This design comes from an exercise in tuning for small area on the open sky130 flow, not from production work. The RTL of this run was laid out without a check of its function. No activity file was given, so power comes from the tool's default toggle rates.

==> flow/design.v <==
module MUX2X32(A0, A1, S, Y);
	input [31:0] A0;
	input [31:0] A1;
	input S;
	output [31:0] Y;
	assign Y = S? A1 : A0; 
endmodule
module MUX2X5(A0, A1, S, Y);
	input [4:0] A0;
	input [4:0] A1;
	input S;
	output [4:0] Y;
	assign Y = S? A1 : A0; 
endmodule
module MUX4X32(A0 , A1, A2, A3, S, Y);
    input [31:0] A0, A1, A2, A3;
    input [1:0] S;
    output [31:0] Y;
    assign Y = (S == 2'b00)? A0 : (S == 2'b01)? A1 :
	             (S == 2'b10)? A2 : A3; 
endmodule
module addsub32(A, B, sub, Result);
	input [31:0] A, B;
	input sub;
	output[31:0] Result;
	cla32 as32(A , B^{32{sub}} , sub , Result); 
endmodule
module cla32(a, b, c, s);
	input [31:0] a, b;
	input c;
	output[31:0] s;
	assign s = a + b + c; 
endmodule
module SHIFTER_32(X,Sa,Arith,Right,Sh);
    input[31:0]X;
    input[4:0]Sa;
    input Arith,Right;
    output [31:0]Sh;
    wire [31:0]T4,S4,T3,S3,T2,S2,T1,S1,T0;
    wire a = X[31] & Arith;
    wire [15:0]e={16{a}};
    parameter z=16'b0;
    wire [31:0]L1u,L1d,L2u,L2d,L3u,L3d,L4u,L4d,L5u,L5d;
    assign L1u={X[15:0],z};
    assign L1d={e,X[31:16]};
    MUX2X32 M1l(L1u,L1d,Right,T4);
    MUX2X32 M1r(X,T4,Sa[4],S4);
    assign L2u={S4[23:0],z[7:0]};
    assign L2d={e[7:0],S4[31:8]};
    MUX2X32 M2l(L2u,L2d,Right,T3);
    MUX2X32 M2r(S4,T3,Sa[3],S3);
    assign L3u={S3[27:0],z[3:0]};
    assign L3d={e[3:0],S3[31:4]};
    MUX2X32 M3l(L3u,L3d,Right,T2);
    MUX2X32 M3r(S3,T2,Sa[2],S2);
    assign L4u={S2[29:0],z[1:0]};
    assign L4d={e[1:0],S2[31:2]};
    MUX2X32 M4l(L4u,L4d,Right,T1);
    MUX2X32 M4r(S2,T1,Sa[1],S1);
    assign L5u={S1[30:0],z[0]};
    assign L5d={e[0],S1[31:1]};
    MUX2X32 M5l(L5u,L5d,Right,T0);
    MUX2X32 M5r(S1,T0,Sa[0],Sh);
endmodule
module ALU(X, Y, Aluc, R, Z, V);
	input [31:0] X, Y;
	input [3:0] Aluc;
	output wire [31:0] R;
	output wire  Z, V;
	wire [31:0] d_and = X & Y;
	wire [31:0] d_or  = X | Y;
	wire [31:0] d_xor = X ^ Y;
	wire [31:0] d_lui = {Y[15:0],16'h0};
	wire [31:0] d_and_or = Aluc[2]? d_or:d_and;
	wire [31:0] d_xor_lui = Aluc[2]? d_lui:d_xor;
	wire [31:0] d_as, d_sh;
	addsub32 as32 (X, Y, Aluc[2], d_as);
	SHIFTER_32 shift_1 (Y, X[4:0], Aluc[2], Aluc[3], d_sh);
	MUX4X32 sel(d_as, d_and_or, d_xor_lui, d_sh, Aluc[1:0], R);
	assign Z = ~|R;
	assign V = ~Aluc[2] & ~X[31] & ~Y[31] &  R[31] & ~Aluc[1] & ~Aluc[0] |
	           ~Aluc[2] &  X[31] &  Y[31] & ~R[31] & ~Aluc[1] & ~Aluc[0] |
	           Aluc[2] & ~X[31] &  Y[31] &  R[31] & ~Aluc[1] & ~Aluc[0] |
	           Aluc[2] &  X[31] & ~Y[31] & ~R[31] & ~Aluc[1] & ~Aluc[0];
endmodule
module RegFile(Ra, Rb, D, Wr, We, Clk, Clrn, Qa, Qb);
	input [4:0] Ra, Rb, Wr;
	input [31:0] D;
	input Clk, Clrn, We;
	output [31:0] Qa, Qb;
    reg [31:0] Register[1:31];
	 assign Qa = (Ra == 0)? 0 : Register[Ra];
	 assign Qb = (Rb == 0)? 0 : Register[Rb];
	 integer i;
	 always @ (posedge Clk or negedge Clrn) begin
		if (Clrn == 0) begin				
			for (i=1 ; i <=31 ; i = i+1) Register[i] <= 0;
		end else  if (( We ) && ( Wr != 0)) 	
			Register[Wr] <= D;
	end
endmodule
module dffe32(D, Clock, Reset,We, Q);	 
	input Clock, Reset,We;
	input [31:0] D;
	output reg [31:0] Q;
	always @(posedge Clock or negedge Reset) 
		if (Reset == 0) begin
			Q <= 0;
		end else begin
			if (We) Q <= D;
		end
endmodule
module dff32(D, Clock, Reset, Q);	 
	input Clock, Reset;
	input [31:0] D;
	output reg [31:0] Q;
	always @(posedge Clock or negedge Reset) begin
		if(Reset == 0) Q <= 0;
		else     Q <= D;
	end
endmodule
module ControlUnit(Op, Func, Z,Op1,rd, Wmem, Wreg, Regrt, Reg2reg, Aluc, Shift, Aluqb, Pcsrc, jal, Se,
intr,inta,ov,sta,cause,exc,wsta,wcau,wepc,mtc0,mfc0,selpc);
	input [5:0] Op, Func;
	input [4:0] Op1, rd;
	input Z;
	output [3:0] Aluc;
	output [1:0] Pcsrc;
	output Wmem, Wreg, Regrt, Se, Shift, Aluqb, Reg2reg, jal;
	input intr, ov;
	input [31:0]sta;
	output inta, exc,wsta, wcau, wepc, mtc0;
	output [1:0]mfc0,selpc;
	output [31:0] cause;
        wire i_add = (Op == 6'b000000 & Func == 6'b100000)?1:0;
        wire i_sub = (Op == 6'b000000 & Func == 6'b100010)?1:0;
        wire i_and = (Op == 6'b000000 & Func == 6'b100100)?1:0;
        wire i_or  = (Op == 6'b000000 & Func == 6'b100101)?1:0;
        wire i_xor = (Op == 6'b000000 & Func == 6'b100110)?1:0;
        wire i_sll = (Op == 6'b000000 & Func == 6'b000000)?1:0;
        wire i_srl = (Op == 6'b000000 & Func == 6'b000010)?1:0;
        wire i_sra = (Op == 6'b000000 & Func == 6'b000011)?1:0;
        wire i_jr  = (Op == 6'b000000 & Func == 6'b001000)?1:0;
        wire i_addi = (Op == 6'b001000)?1:0;
        wire i_andi = (Op == 6'b001100)?1:0; 
        wire i_ori  = (Op == 6'b001101)?1:0;
        wire i_xori = (Op == 6'b001110)?1:0;
        wire i_lw   = (Op == 6'b100011)?1:0;
        wire i_sw   = (Op == 6'b101011)?1:0;
        wire i_beq  = (Op == 6'b000100)?1:0;
        wire i_bne  = (Op == 6'b000101)?1:0;
        wire i_lui  = (Op == 6'b001111)?1:0;
        wire i_j    = (Op == 6'b000010)?1:0;
        wire i_jal  = (Op == 6'b000011)?1:0; 
    wire r_type = ~|Op;
	wire i_syscall = (r_type &(Func == 6'b001100))?1:0;
	wire overflow = ov & (i_add | i_sub | i_addi);
	wire unimplemented_inst = ~(i_mfc0 | i_mtc0 | i_eret | i_syscall | i_add | i_sub | i_and | i_or| 
	i_xor| i_sll | i_srl | i_sra | i_jr | i_addi | i_andi | i_ori | i_xori | i_lw | i_sw | i_beq | i_bne |
	i_lui | i_j | i_jal);
	wire int_int = sta[0] & intr;
	assign inta = int_int;
	wire exc_sys = sta[1] & i_syscall;
	wire exc_uni = sta[2] & unimplemented_inst;
	wire exc_ovr = sta[3] & overflow;
	assign exc = int_int | exc_sys | exc_uni | exc_ovr;
	wire ExcCode0 = i_syscall | overflow;
	wire ExcCode1 = unimplemented_inst | overflow;
	assign cause = {28'h0,ExcCode1, ExcCode0,2'b00};
	wire c0_type = (Op == 6'b010000)?1:0;
	wire i_mfc0 = (c0_type &(Op1 == 5'b00000))?1:0;
	wire i_mtc0 = (c0_type &(Op1 == 5'b00100))?1:0; 
	wire i_eret = (c0_type &(Op1 == 5'b10000) & (Func == 6'b011000))?1:0;
	wire rd_is_status = (rd == 5'd12);
	wire rd_is_cause = (rd == 5'd13);
	wire rd_is_epc = (rd == 5'd14);
    assign mtc0 = i_mtc0;
    assign wsta = exc | mtc0 & rd_is_status | i_eret;
    assign wcau = exc | mtc0 & rd_is_cause;
    assign wepc = exc | mtc0 & rd_is_epc;
    assign mfc0[0] = i_mfc0 & rd_is_status | i_mfc0 & rd_is_epc;
    assign mfc0[1] = i_mfc0 & rd_is_cause | i_mfc0 & rd_is_epc;
    assign selpc[0] = i_eret;
    assign selpc[1] = exc;	
	assign Wreg  = i_add  | i_sub  | i_and | i_or | i_xor  | 
	i_sll | i_srl |i_sra |	i_addi | i_andi | 
	i_ori | i_or | i_xori | i_lw  | i_lui |i_jal | i_mfc0;
	assign Regrt  = i_addi | i_andi | i_ori | i_xori |i_lw |i_lui | i_mfc0; 
	assign jal = i_jal;
	assign Reg2reg  = i_lw;
	assign Shift  = i_sll | i_srl |i_sra;
	assign Aluqb = i_addi | i_andi | i_ori | i_xori | i_lw | i_lui |i_sw;
	assign Se = i_addi | i_lw | i_sw | i_beq | i_bne;
	assign Aluc[3] = i_sra;
	assign Aluc[2] = i_sub |i_or | i_srl | i_sra | i_ori |i_lui;
	assign Aluc[1] = i_xor | i_sll | i_srl | i_sra | i_xori |
	 i_beq | i_bne | i_lui;
	assign Aluc[0] = i_and | i_or | i_sll | i_srl |i_sra |
	 i_andi  | i_ori;
	assign Wmem  = i_sw;
	assign Pcsrc[1] = i_jr | i_j | i_jal;
	assign Pcsrc[0] = i_beq & Z | i_bne&~Z | i_j | i_jal;
endmodule
module CPU(Clk, Clrn, Inst, Dread, Iaddr, Wmem, DAddr, DWrite, intr, inta);
	input Clk, Clrn, intr;
	input [31:0] Inst, Dread;
	output [31:0] Iaddr, DWrite, DAddr;
	output Wmem, inta;
    parameter EXC_BASE = 32'h00000040;
    wire [31:0] p4, adr, npc, res, ra, alu_mem, alua, alub;
    wire [4:0] reg_dest, wn;
    wire [3:0] aluc;
    wire [1:0] Pcsrc;
    wire zero, wreg, regrt, reg2reg, shift, aluqb, jal, se, overflow;
	wire [31:0] sa = {27'b0 , Inst[10:6]};  
	wire e = se & Inst[15];
	wire [15:0] sign = {16{e}};
	wire [31:0] offset = {sign[13:0], Inst[15:0], 2'b00}; 
    wire [31:0] immdiate = {sign , Inst[15:0]}; 
    wire exc, wsta, wcau, wepc, mtc0;
    wire [31:0] sta, cau, epc, sta_in, cau_in, epc_in, sta_l1_a0, epc_l1_a0, cause, alu_mem_c0,next_pc;
    wire [1:0] mfc0, selpc;
    wire [31:0] jpc = {p4[31:28] , Inst[25:0],2'b00}; 
    dffe32 c0_Status (sta_in, Clk, Clrn, wsta, sta);
	dffe32 c0_Cause (cau_in, Clk, Clrn, wcau, cau);
	dffe32 c0_EPC (epc_in,Clk,Clrn, wepc, epc);
    ControlUnit CU (Inst[31:26], Inst[5:0], zero,Inst[25:21],Inst[15:11],  Wmem, wreg, regrt, reg2reg, aluc,shift, aluqb, Pcsrc, jal, se,
        intr,inta,overflow,sta,cause,exc,wsta,wcau,wepc,mtc0,mfc0,selpc);
	dff32 ip (next_pc , Clk , Clrn , Iaddr); 
	cla32 pcplus4(Iaddr , 32'h4 , 1'b0 , p4);
	cla32 br_adr(p4, offset, 1'b0, adr);
	assign wn = reg_dest | {5{jal}}; 
	RegFile rf (Inst[25:21], Inst[20:16], res, wn,
	                wreg, Clk, Clrn, ra, DWrite);               
	MUX2X32 alu_a (ra , sa , shift , alua);
	MUX2X32 alu_b (DWrite, immdiate, aluqb, alub);
	ALU alu(alua, alub, aluc, DAddr, zero, overflow);
	MUX2X5 reg_wn (Inst[15:11], Inst[20:16], regrt, reg_dest);
	MUX2X32 res_mem(DAddr, Dread, reg2reg , alu_mem);
	MUX4X32 nextpc( p4 , adr , ra , jpc , Pcsrc , npc);		
	MUX2X32 sta_l1 (sta_l1_a0, DWrite,mtc0,sta_in);
	MUX2X32 sta_l2 ({4'h0,sta[31:4]}, {sta[27:0],4'h0}, exc, sta_l1_a0);
	MUX2X32 cau_l1 (cause, DWrite, mtc0,cau_in);
	MUX2X32 epc_l1 (epc_l1_a0, DWrite, mtc0, epc_in);
	MUX2X32 epc_l2 (Iaddr, npc, inta, epc_l1_a0);
	MUX4X32 irq_pc (npc, epc,EXC_BASE, 32'h0, selpc, next_pc);
	MUX4X32 fromc0 (alu_mem, sta, cau, epc, mfc0,alu_mem_c0);
    MUX2X32 link(alu_mem_c0,  p4 , jal , res);
endmodule
==> flow/run.sh <==
#!/bin/bash
# synth_recipe.tcl (not shown) runs the flow's synth.tcl, then flattens the netlist and writes it again
# the make line also repeats each setting of config.mk as NAME=value (left out here)
make -C /OpenROAD-flow-scripts/flow DESIGN_CONFIG=/design/flow/config.mk WORK_HOME=/design/flow/orfs CLKGATE_MAP_FILE= SYNTH_SCRIPT=/design/flow/synth_recipe.tcl finish
==> flow/config.mk <==
export PLATFORM = sky130hd
export DESIGN_NAME = CPU
export DESIGN_NICKNAME = CPU
export VERILOG_FILES = /design/flow/design.v
export SDC_FILE = /design/flow/constraint.sdc
export NUM_CORES = 4
export LEC_CHECK = 0
export CAP_MARGIN = 20
export CORE_MARGIN = 2
export CORE_UTILIZATION = 30
export PLACE_DENSITY = 0.45
export SLEW_MARGIN = 20
==> flow/constraint.sdc <==
create_clock -name core_clock -period 13.0 [get_ports {Clk}]
set_input_delay 2.6000 -clock core_clock [delete_from_list [all_inputs] [get_ports {Clk}]]
set_output_delay 2.6000 -clock core_clock [all_outputs]
set_load 0.01 [all_outputs]
==> notes.md <==
==> cells in the mapped netlist (68+ instances only) <==
| library cell | n |
|---|---|
| and3_1 | 461 |
| dfrtp_1 | 1120 |
| nor2_1 | 371 |
| a211oi_1 | 100 |
| a21oi_1 | 355 |
| buf_2 | 68 |
| mux2i_1 | 106 |
| ha_1 | 125 |
| a221oi_1 | 83 |
| mux2_2 | 118 |
| nand2_1 | 1482 |
| nand4_1 | 115 |
| nor3_1 | 136 |
| a2111oi_0 | 120 |
| xnor2_1 | 73 |
| o21ai_0 | 1103 |
| inv_1 | 115 |
| clkbuf_1 | 642 |
| nand3_1 | 237 |
| a22oi_1 | 462 |
| o211ai_1 | 71 |
==> kinds of logic (layout without fill, tap and decap cells) <==
kind of cell    Yosys count  count (layout)  share of synthesized area
compound gates         2794            2794                      0.258
xor+xnor                102             102                     0.0128
fa+ha+maj               127             127                     0.0231
buf+inv                 897            1240                     0.0510
flops                  1120            1120                      0.403
mux                     237             237                     0.0366
other cells               0              42                          0
simple gates           3152            3152                      0.215
==> registers in the layout, indices dropped and copies added (netlist names) <==
| register | cells |
|---|---|
| c0_EPC.Q | 32 |
| ip.Q | 32 |
| c0_Cause.Q | 32 |
| c0_Status.Q | 32 |
| rf.Register | 992 |
==> final timing paths <==
path / endpoint / depth (start not counted) / slack (ns) / from
max: DAddr[30] / 29 / 0.15 / Inst[17]
min: c0_Cause.Q[2]$_DFFE_PN0P_ / 1 / 0.48 / c0_Cause.Q[2]$_DFFE_PN0P_
max reg2reg: ip.Q[8]$_DFF_PN0_ / 31 / 3.51 / rf.Register[18][0]$_DFFE_PN0P_
min reg2reg: c0_Cause.Q[2]$_DFFE_PN0P_ / 1 / 0.48 / c0_Cause.Q[2]$_DFFE_PN0P_
max in group asynchronous: c0_Cause.Q[7]$_DFFE_PN0P_ / 3 / 8.70 / Clrn
min in group asynchronous: rf.Register[6][18]$_DFFE_PN0P_ / 1 / 1.78 / Clrn
==> cell type report <==
cell class | instances | area [sq um] | share of cell area
multi-input combinational | 6412 | 39000 | 0.465
sequential | 1120 | 28000 | 0.334
timing repair buffer | 881 | 7860 | 0.0935
clock buffer | 187 | 3950 | 0.0470
tap | 3026 | 3790 | 0.0451
clock inverter | 49 | 793 | 0.00944
inverter | 123 | 462 | 0.00550
antenna | 42 | 105 | 0.00125
==> layer usage <==
layer / global-route usage / vias up
li1: - / 31500
met1: 0.521 / 39200
met2: 0.626 / 5888
met3: 0.120 / 1848
met4: 0.343 / 14
met5: 0 / -
==> power by group through the flow <==
stage | Combinational [mW] | Sequential (mW) | Clock (mW)
floorplan | 1.12 | 3.94 | 0
global placement | 2.39 | 4.09 | 0
detailed placement | 2.40 | 4.09 | 0
CTS | 2.41 | 4.03 | 4.15
global route | 2.58 | 4.06 | 4.29
finish | 2.51 | 4.05 | 4.12
==> worst max-delay path, delay by kind of cell <==
kind | cells | cell delay, ns
buffers and inverters | 7 | 2.36
AOI/OAI and AO/OA | 12 | 3.49
xor gates and xnor gates | 2 | 0.22
adders and majority gates | 1 | 0.31
and+or+nand+nor | 7 | 1.15
==> repair_timing <==
item / CTS / global route
setup endpoints to repair: 0 / 3
gates resized for setup: 0 / 3
setup buffers: 0 / 0
==> flow_summary.toml <==
[final_layout]
syn2layout_area_growth_pct = 20.8
fin_cells = 11800
final_cell_mix = "1461 x nand2_1, 1120 x dfrtp_1, 1084 x o21ai_0"
n_fill_cell = 23900
post-route-util = 0.365
final_nets = 8868
fin_area_sq_um = 84000
drive_gt1_frac = 0.153
layout_commonest_cell = "nand2_1"

[worst_setup_path]
cp_common_cell = "buf_4"
cp_max_fo = 29
slowest_delay_ns = 0.74
cp-start-kind = "input pin"
end_kind = "output pin"
crit_type = "in2out"
crit_slowest_cell = "o21ai_1"
required_ns = 10.40
arrival_ns = 10.25

[clocking]
ctsHoldBuffers = 0
htree_levels = 4
clk-insertion-delay-late_ns = 0.83
clkTransAtPathRegs_ns = 0.06
root_buffer = "clkbuf_16"
cts_tree = "yes"
cts.sinks = 1120
cts_inserted_buffers = 136
clockBufferDepth = 3

[pwr]
cellPowerDensity_nw_per_um2 = 127
vdd_drop_max_v = 0.000123
comb_power_share = 0.235
total_power_mw = 10.7
seqPwrFrac = 0.379
power.switching_mw = 3.80
swShare = 0.356
leakagePower_nw = 37.9
clkPwrFrac = 0.386
p_int_mw = 6.88

[synthesis]
synth_edf_count = 0
yosys.area.top_type_share = 0.403
ys_async_sr_fraction = 1.00
ys.flop_type = "dfrtp_1"
avgSynthCellArea_sq_um = 8.25
ys_warn_count = 4
yosys_register_bits = 1120
netlist_instances = 8429
synthTopCellsByArea = "dfrtp_1 40%, nand2_1 8.0%, o21ai_0 7.9%, a22oi_1 5.0%, and3_1 4.1%"
synthesis.nets = 8623
ys_seq_area_frac = 0.403
yosys.area.top_type = "dfrtp_1"
syn_area_sq_um = 69600
synth.distinct_cells = 106

[sta]
finClkSkew_ns = 0.0655
slew_viol_final = 0
rsz0062_at_grt = "false"
max_slew.worst_pin.slew_ns = 1.35
holdWs_ns = 0.477
hold_viol = 0
period_share = 0.988
slew_headroom = 0.0958
fmax_mhz = 77.8
finalSetupTns_ns = 0
setup_slack_ns = 0.153
post-route-min-period_ns = 12.85
setup_violations = 0

[routing]
via_count = 78500
via_per_inst = 6.63
routed_wl_mm = 517
drcViolationCount = 0
met1_length_mm = 194
wl_per_cell_microns = 43.7
dr.pass1.iters = 13
met2_wirelength_mm = 217
top_layer = "met5"
met3WireLength_mm = 54.7
final_antenna_net_count = 0
drt-initial-drc-count = 12300

[floorplanning]
fp.dieArea_sq_um = 236000
io_pins = 165
fp.dieW_microns = 486
start_util = 0.302
core-area_sq_um = 230000
rows = 176
die_h_microns = 486

[place]
portBuffers = 164
dp_slack_ns = 0.146
dpl-instance-area_sq_um = 79100
placedCellCount = 11600
gp_congestion = 1.03
dp_hpwl_mm = 365

[status]
outcome = "finished clean"

[flow_run]
drv_cap = 0

[global_routing]
overflow = 0
grt_antenna_before_repair = 46
grt_max_degree = 173
track_usage = 0.426
grt_pass1_wl_mm = 688
grt_pass1_vias = 73700

[hold_path]
hold_path_class = "reg2reg"

==> afterwards: timing with drivers on the ports <==
The flow's constraints put no driver on any port. The routed layout listed below was extracted and timed again, unchanged, in two steps.
Step 1 assumes that a clkbuf_16 drives the clock port and a buf_2 every other input.
Step 2, shift: input delay + t, output delay - t, t = (earliest + latest rising clock arrival at the registers) / 2. This alone moves slack from input paths to output paths.
Slacks: no drivers / after step 1 / after step 2; pairs: no drivers / after step 1.
t, ns: 0.892
setup WS [ns]: 0.153 / 0.131 / 0.131
clock arrival spread, ns: 0.066 / 0.066
slew at the worst register clock pin (ns): 0.07 / 0.07
After both steps setup and hold are still met in this run. The setup slack of this run moves by -0.022 ns with the drivers and by -0.022 ns with both steps.
